From an optimization exercise on the open Yosys and OpenROAD flow, aimed at small area and few clock cycles; shortcuts taken in it are not production practice.
At most, simulation tests tie the RTL to the original design; equivalence was not proved.
Power figures rest on the tool's default switching activity, not on a simulated workload.

Design krnl_vadd_rtl, start of the top module:
module krnl_vadd_rtl #( 
  parameter integer  C_S_AXI_CONTROL_DATA_WIDTH = 32,
  parameter integer  C_S_AXI_CONTROL_ADDR_WIDTH = 6,
  parameter integer  C_M_AXI_GMEM_ID_WIDTH = 1,
  parameter integer  C_M_AXI_GMEM_ADDR_WIDTH = 64,
  parameter integer  C_M_AXI_GMEM_DATA_WIDTH = 32
)
(
  input  wire  ap_clk,
  input  wire  ap_rst_n,
  output wire                                 m_axi_gmem_AWVALID,
  input  wire                                 m_axi_gmem_AWREADY,
  output wire [C_M_AXI_GMEM_ADDR_WIDTH-1:0]   m_axi_gmem_AWADDR,
  output wire [C_M_AXI_GMEM_ID_WIDTH - 1:0]   m_axi_gmem_AWID,
  output wire [7:0]                           m_axi_gmem_AWLEN,
  output wire [2:0]                           m_axi_gmem_AWSIZE,
  output wire [1:0]                           m_axi_gmem_AWBURST,
  output wire [1:0]                           m_axi_gmem_AWLOCK,
  output wire [3:0]                           m_axi_gmem_AWCACHE,
  output wire [2:0]                           m_axi_gmem_AWPROT,
  output wire [3:0]                           m_axi_gmem_AWQOS,
  output wire [3:0]                           m_axi_gmem_AWREGION,
  output wire                                 m_axi_gmem_WVALID,
  input  wire                                 m_axi_gmem_WREADY,
  output wire [C_M_AXI_GMEM_DATA_WIDTH-1:0]   m_axi_gmem_WDATA,
  output wire [C_M_AXI_GMEM_DATA_WIDTH/8-1:0] m_axi_gmem_WSTRB,
  output wire                                 m_axi_gmem_WLAST,
  output wire                                 m_axi_gmem_ARVALID,
  input  wire                                 m_axi_gmem_ARREADY,
  output wire [C_M_AXI_GMEM_ADDR_WIDTH-1:0]   m_axi_gmem_ARADDR,
  output wire [C_M_AXI_GMEM_ID_WIDTH-1:0]     m_axi_gmem_ARID,
  ...
Size: ~1800 cells after synthesis, about 21000 sq um of cells after synthesis.
Settings: LEC_CHECK=0, CAP_MARGIN=20, CORE_MARGIN=2, CORE_UTILIZATION=60, CTS_BUF_LIST=sky130_fd_sc_hd__clkbuf_2 sky130_fd_sc_hd__clkbuf_4, CTS_CLUSTER_SIZE=30, PLACE_DENSITY=0.75, SLEW_MARGIN=20; clock period 8.0 ns.
standard.sh (not shown) runs the stock make flow with config.mk's settings and CLKGATE_MAP_FILE= SYNTH_SCRIPT=/design/flow/synth_recipe.tcl, a recipe that flattens the netlist after the stock synthesis.
==> flow/flow/run.sh <==
#!/bin/bash
# Standard layout, with the smallest buffer on every input and output port
# instead of the default port buffer cell.
set -euo pipefail
export BUFFER_PORTS_ARGS="-buffer_cell sky130_fd_sc_hd__buf_1"
bash standard.sh BUFFER_PORTS_ARGS="$BUFFER_PORTS_ARGS" finish > standard_flow.log 2>&1
The starting point finished clean.
Then changed:
Settings changed: CORE_UTILIZATION 60 to 40, CTS_BUF_LIST sky130_fd_sc_hd__clkbuf_2 sky130_fd_sc_hd__clkbuf_4 to sky130_fd_sc_hd__clkbuf_4 sky130_fd_sc_hd__clkbuf_8, CTS_CLUSTER_SIZE 30 to 20, PLACE_DENSITY 0.75 to 0.6.
Outcome: Via count went down by 2.6%. Final area is higher by 1.4%. Maximum frequency barely changes. Cell count went up by 6.2%. Routed wire length goes up by 8.3%. Sequential share of layout area decreases by 0.65 points. Core utilization went down by 22 points. Non-clock buffer count rose by 1. Synthesized area stays the same. Power grows by 2.5%. Combinational power rises by about 0.7%.
Then changed:
Settings changed: CORE_UTILIZATION 40 to 60, CTS_BUF_LIST sky130_fd_sc_hd__clkbuf_4 sky130_fd_sc_hd__clkbuf_8 to sky130_fd_sc_hd__clkbuf_16, CTS_CLUSTER_DIAMETER set to 100, CTS_CLUSTER_SIZE 20 to 30, PLACE_DENSITY 0.6 to 0.75.
The changed run ran to the end with no violations.
Setup slack gains 0.088 ns.
Die area decreases by 33%.
Final area decreases by 4.7%.
Via count decreases by 1.3%.
Then changed:
Settings changed: CORE_UTILIZATION 60 to 40, CTS_BUF_LIST sky130_fd_sc_hd__clkbuf_16 to unset, CTS_CLUSTER_DIAMETER 100 to unset, CTS_CLUSTER_SIZE 30 to unset, PLACE_DENSITY 0.75 to 0.6.
Outcome: The new run ran to the end with no violations; first-iteration DRC count goes down by about 9%; global-route usage fell by 7.9 points; power increases by about 22%; cell area went up by about 5%; clock-buffer cell count goes up by 45; critical path depth increases by 1; synthesized area is unchanged; register-to-register slack gets worse by 0.44 ns; die area rose by 49%; non-clock buffer count grows by 1; cell count came out higher by 11%.
Then changed:
Settings changed: CORE_UTILIZATION 40 to 60, CTS_BUF_LIST set to sky130_fd_sc_hd__clkbuf_16, CTS_CLUSTER_DIAMETER set to 60, CTS_CLUSTER_SIZE set to 30, PLACE_DENSITY 0.6 to 0.75.
Outcome: The new run ran to the end with no violations; cell area goes down by a few percent; register-to-register slack gains 0.46 ns; non-clock buffer count goes down by 1; worst setup slack gains 0.20 ns.
Function was not checked in any run of this note: the RTL went through the layout flow alone.

krnl_vadd_rtl, a different RTL version from the one above (not shown whole).
For scale: ~1500 cells after synthesis, roughly 380 flip-flops, ~370 I/O pins.
==> flow/config.mk <==
export PLATFORM = sky130hd
export DESIGN_NAME = krnl_vadd_rtl
export DESIGN_NICKNAME = krnl_vadd_rtl
export VERILOG_FILES = /design/flow/design.v
export SDC_FILE = /design/flow/constraint.sdc
export NUM_CORES = 4
export LEC_CHECK = 0
export CAP_MARGIN = 20
export CORE_MARGIN = 2
export CORE_UTILIZATION = 60
export CTS_BUF_LIST = sky130_fd_sc_hd__clkbuf_16
export CTS_CLUSTER_DIAMETER = 100
export CTS_CLUSTER_SIZE = 30
export PLACE_DENSITY = 0.75
export SLEW_MARGIN = 20
==> flow/constraint.sdc <==
create_clock -name core_clock -period 8.0 [get_ports {ap_clk}]
set_input_delay 1.6000 -clock core_clock [delete_from_list [all_inputs] [get_ports {ap_clk}]]
set_output_delay 1.6000 -clock core_clock [all_outputs]
set_load 0.01 [all_outputs]
==> flow/flow/run.sh <==
#!/bin/bash
# Standard layout, with the smallest buffer on every input and output port
# instead of the default port buffer cell, and one tie cell per constant
# value instead of one per constant output.
set -euo pipefail
export BUFFER_PORTS_ARGS="-buffer_cell sky130_fd_sc_hd__buf_1"
export SKIP_REPAIR_TIE_FANOUT=1
bash standard.sh BUFFER_PORTS_ARGS="$BUFFER_PORTS_ARGS" SKIP_REPAIR_TIE_FANOUT=1 finish > standard_flow.log 2>&1
The first run produced a clean layout.
Testbench counts at the start, summed over its fixed seeds: cycles 57,712.
Rerun with:
- CTS_CLUSTER_SIZE: 30 -> 28
Result:
- The changed run passed the timing, design-rule and antenna checks
- synthesized area is unchanged
- clock power climbs by about 2%
- global-route usage is about the same
- via count drops by 0.47%
- total power climbs by 0.39%
- critical path depth stays the same
- worst hold slack stays flat
- die area does not change
- sequential cell count stays the same
- design area hardly moves
- non-clock buffer count stays the same
Rerun with:
- CAP_MARGIN: 20 -> 0
- SLEW_MARGIN: 20 -> 0
First-iteration DRC count stays the same. Cell count does not change. Count of clock-buffer cells in the layout does not change. Global-route usage does not change. Hold slack stays the same.

Another version of the RTL of krnl_vadd_rtl (not shown whole).
Size: roughly 1700 cells after synthesis, roughly 390 flip-flops, roughly 370 I/O pins, ~21000 sq um of cells after synthesis.
==> flow/design.v (excerpt) <==
module krnl_vadd_rtl #( 
  parameter integer  C_S_AXI_CONTROL_DATA_WIDTH = 32,
  parameter integer  C_S_AXI_CONTROL_ADDR_WIDTH = 6,
  parameter integer  C_M_AXI_GMEM_ID_WIDTH = 1,
  parameter integer  C_M_AXI_GMEM_ADDR_WIDTH = 64,
  parameter integer  C_M_AXI_GMEM_DATA_WIDTH = 32
)
(
  input  wire  ap_clk,
  input  wire  ap_rst_n,
  output wire                                 m_axi_gmem_AWVALID,
  input  wire                                 m_axi_gmem_AWREADY,
  output wire [C_M_AXI_GMEM_ADDR_WIDTH-1:0]   m_axi_gmem_AWADDR,
  output wire [C_M_AXI_GMEM_ID_WIDTH - 1:0]   m_axi_gmem_AWID,
  output wire [7:0]                           m_axi_gmem_AWLEN,
  output wire [2:0]                           m_axi_gmem_AWSIZE,
  output wire [1:0]                           m_axi_gmem_AWBURST,
  output wire [1:0]                           m_axi_gmem_AWLOCK,
  output wire [3:0]                           m_axi_gmem_AWCACHE,
  output wire [2:0]                           m_axi_gmem_AWPROT,
  output wire [3:0]                           m_axi_gmem_AWQOS,
  output wire [3:0]                           m_axi_gmem_AWREGION,
  output wire                                 m_axi_gmem_WVALID,
  input  wire                                 m_axi_gmem_WREADY,
  output wire [C_M_AXI_GMEM_DATA_WIDTH-1:0]   m_axi_gmem_WDATA,
  output wire [C_M_AXI_GMEM_DATA_WIDTH/8-1:0] m_axi_gmem_WSTRB,
  output wire                                 m_axi_gmem_WLAST,
  output wire                                 m_axi_gmem_ARVALID,
  input  wire                                 m_axi_gmem_ARREADY,
  output wire [C_M_AXI_GMEM_ADDR_WIDTH-1:0]   m_axi_gmem_ARADDR,
  output wire [C_M_AXI_GMEM_ID_WIDTH-1:0]     m_axi_gmem_ARID,
  ...
clock: 8.0 ns
lec_check: 0
cap_margin: 20
core_margin: 2
core_utilization: 60
cts_buf_list: sky130_fd_sc_hd__clkbuf_16
cts_cluster_diameter: 100
cts_cluster_size: 28
place_density: 0.75
slew_margin: 20
Scripts as last shown in full above: flow/flow/run.sh
Rerun with:
==> flow/flow/run.sh (replaced) <==
#!/bin/bash
# Standard layout, with the smallest buffer on every input and output port
# instead of the default port buffer cell.
set -euo pipefail
export BUFFER_PORTS_ARGS="-buffer_cell sky130_fd_sc_hd__buf_1"
bash standard.sh BUFFER_PORTS_ARGS="$BUFFER_PORTS_ARGS" finish > standard_flow.log 2>&1
Power hardly moves. Final area rose by 0.78%. Synthesized area is unchanged. Cell count rose by 2.5%. Clock power barely changes. Routed wire length fell by 1.0%. Sequential power stays flat. Clock-buffer cell count stays the same. Global-route usage stays flat. Non-clock buffer count fell by 1. Via count rose by 0.37%.
No functional check of the RTL was part of any run of this note.

Another version of the RTL of krnl_vadd_rtl (not shown whole).
For scale: about 370 I/O pins, roughly 21000 sq um of cells after synthesis.
## krnl_vadd_rtl
module krnl_vadd_rtl #( 
  parameter integer  C_S_AXI_CONTROL_DATA_WIDTH = 32,
  parameter integer  C_S_AXI_CONTROL_ADDR_WIDTH = 6,
  parameter integer  C_M_AXI_GMEM_ID_WIDTH = 1,
  parameter integer  C_M_AXI_GMEM_ADDR_WIDTH = 64,
  parameter integer  C_M_AXI_GMEM_DATA_WIDTH = 32
)
(
  input  wire  ap_clk,
  input  wire  ap_rst_n,
  output wire                                 m_axi_gmem_AWVALID,
  input  wire                                 m_axi_gmem_AWREADY,
  output wire [C_M_AXI_GMEM_ADDR_WIDTH-1:0]   m_axi_gmem_AWADDR,
  output wire [C_M_AXI_GMEM_ID_WIDTH - 1:0]   m_axi_gmem_AWID,
  output wire [7:0]                           m_axi_gmem_AWLEN,
  output wire [2:0]                           m_axi_gmem_AWSIZE,
  output wire [1:0]                           m_axi_gmem_AWBURST,
  output wire [1:0]                           m_axi_gmem_AWLOCK,
  output wire [3:0]                           m_axi_gmem_AWCACHE,
  output wire [2:0]                           m_axi_gmem_AWPROT,
  output wire [3:0]                           m_axi_gmem_AWQOS,
  output wire [3:0]                           m_axi_gmem_AWREGION,
  output wire                                 m_axi_gmem_WVALID,
  input  wire                                 m_axi_gmem_WREADY,
  output wire [C_M_AXI_GMEM_DATA_WIDTH-1:0]   m_axi_gmem_WDATA,
  output wire [C_M_AXI_GMEM_DATA_WIDTH/8-1:0] m_axi_gmem_WSTRB,
  output wire                                 m_axi_gmem_WLAST,
  output wire                                 m_axi_gmem_ARVALID,
  input  wire                                 m_axi_gmem_ARREADY,
  output wire [C_M_AXI_GMEM_ADDR_WIDTH-1:0]   m_axi_gmem_ARADDR,
  output wire [C_M_AXI_GMEM_ID_WIDTH-1:0]     m_axi_gmem_ARID,
  output wire [7:0]                           m_axi_gmem_ARLEN,
  output wire [2:0]                           m_axi_gmem_ARSIZE,
  output wire [1:0]                           m_axi_gmem_ARBURST,
  output wire [1:0]                           m_axi_gmem_ARLOCK,
  output wire [3:0]                           m_axi_gmem_ARCACHE,
  output wire [2:0]                           m_axi_gmem_ARPROT,
  ...
==> flow/config.mk <==
export PLATFORM = sky130hd
export DESIGN_NAME = krnl_vadd_rtl
export DESIGN_NICKNAME = krnl_vadd_rtl
export VERILOG_FILES = /design/flow/design.v
export SDC_FILE = /design/flow/constraint.sdc
export NUM_CORES = 4
export LEC_CHECK = 0
export CAP_MARGIN = 0
export CORE_MARGIN = 2
export CORE_UTILIZATION = 70
export CTS_BUF_LIST = sky130_fd_sc_hd__clkbuf_16
export CTS_CLUSTER_DIAMETER = 100
export CTS_CLUSTER_SIZE = 28
export PLACE_DENSITY = 0.85
export SLEW_MARGIN = 0
==> flow/constraint.sdc <==
create_clock -name core_clock -period 8.0 [get_ports {ap_clk}]
set_input_delay 1.6000 -clock core_clock [delete_from_list [all_inputs] [get_ports {ap_clk}]]
set_output_delay 1.6000 -clock core_clock [all_outputs]
set_load 0.01 [all_outputs]
==> flow/flow/run.sh <==
#!/bin/bash
# Standard layout, with the smallest buffer on every input and output port
# instead of the default port buffer cell, and one tie cell per constant
# value instead of one per constant output.
set -euo pipefail
export BUFFER_PORTS_ARGS="-buffer_cell sky130_fd_sc_hd__buf_1"
export SKIP_REPAIR_TIE_FANOUT=1
bash standard.sh BUFFER_PORTS_ARGS="$BUFFER_PORTS_ARGS" SKIP_REPAIR_TIE_FANOUT=1 finish > standard_flow.log 2>&1
The first run went through all stages and came out clean.
Testbench counts at the start, summed over its fixed seeds: cycles 57,720.
Change:
CAP_MARGIN = 20   (was 0)
CORE_UTILIZATION = 60   (was 70)
PLACE_DENSITY = 0.75   (was 0.85)
SLEW_MARGIN = 20   (was 0)
Effect: Non-clock buffer count falls by 2; routed wire length rose by 0.33%; total power went up by 1.1%; global-route usage went down by 4.8 points; synthesized cell count does not change; first-iteration DRC count drops by 23%; sequential share of layout area fell by 0.30 points.

## what the ideal ports hide
How much do the figures lean on ideal ports? The routed layouts below were timed once more, with nothing changed but the port constraints. Step 1, drivers: a clkbuf_16 drives ap_clk and a buf_2 each remaining input, both assumed. Step 2, shift: input delay + t, output delay - t, t = (earliest + latest rising clock arrival at the registers) / 2. This alone moves slack from input paths to output paths. Slacks: no drivers / after step 1 / after step 2; pairs: no drivers / after step 1.
run | t, ns | setup slack, ns | worst slew at a driven data input, ns
the first run of note 1 | 0.829 | 0.386 / 0.335 / 1.163 | 0.09
the second run of note 1 | 0.709 | 0.376 / 0.312 / 1.021 | 0.09
the third run of note 1 | 0.573 | 0.464 / 0.411 / 0.984 | 0.09
the fourth run of note 1 | 0.651 | 0.305 / 0.242 / 0.892 | 0.09
the fifth run of note 1 | 0.583 | 0.506 / 0.447 / 1.030 | 0.09
the first run of note 2 | 0.587 | 0.394 / 0.343 / 0.929 | 0.08
the second run of note 2 | 0.569 | 0.364 / 0.315 / 0.884 | 0.08
the third run of note 2 | 0.569 | 0.364 / 0.315 / 0.884 | 0.08
the first run of note 3 | 0.576 | 0.162 / 0.110 / 0.686 | 0.08
the second run of note 3 | 0.590 | 0.266 / 0.211 / 0.801 | 0.07
the first run of note 4 | 0.572 | 0.347 / 0.295 / 0.867 | 0.12
the second run of note 4 | 0.577 | 0.338 / 0.281 / 0.858 | 0.09
After both steps every run listed still meets setup and hold.
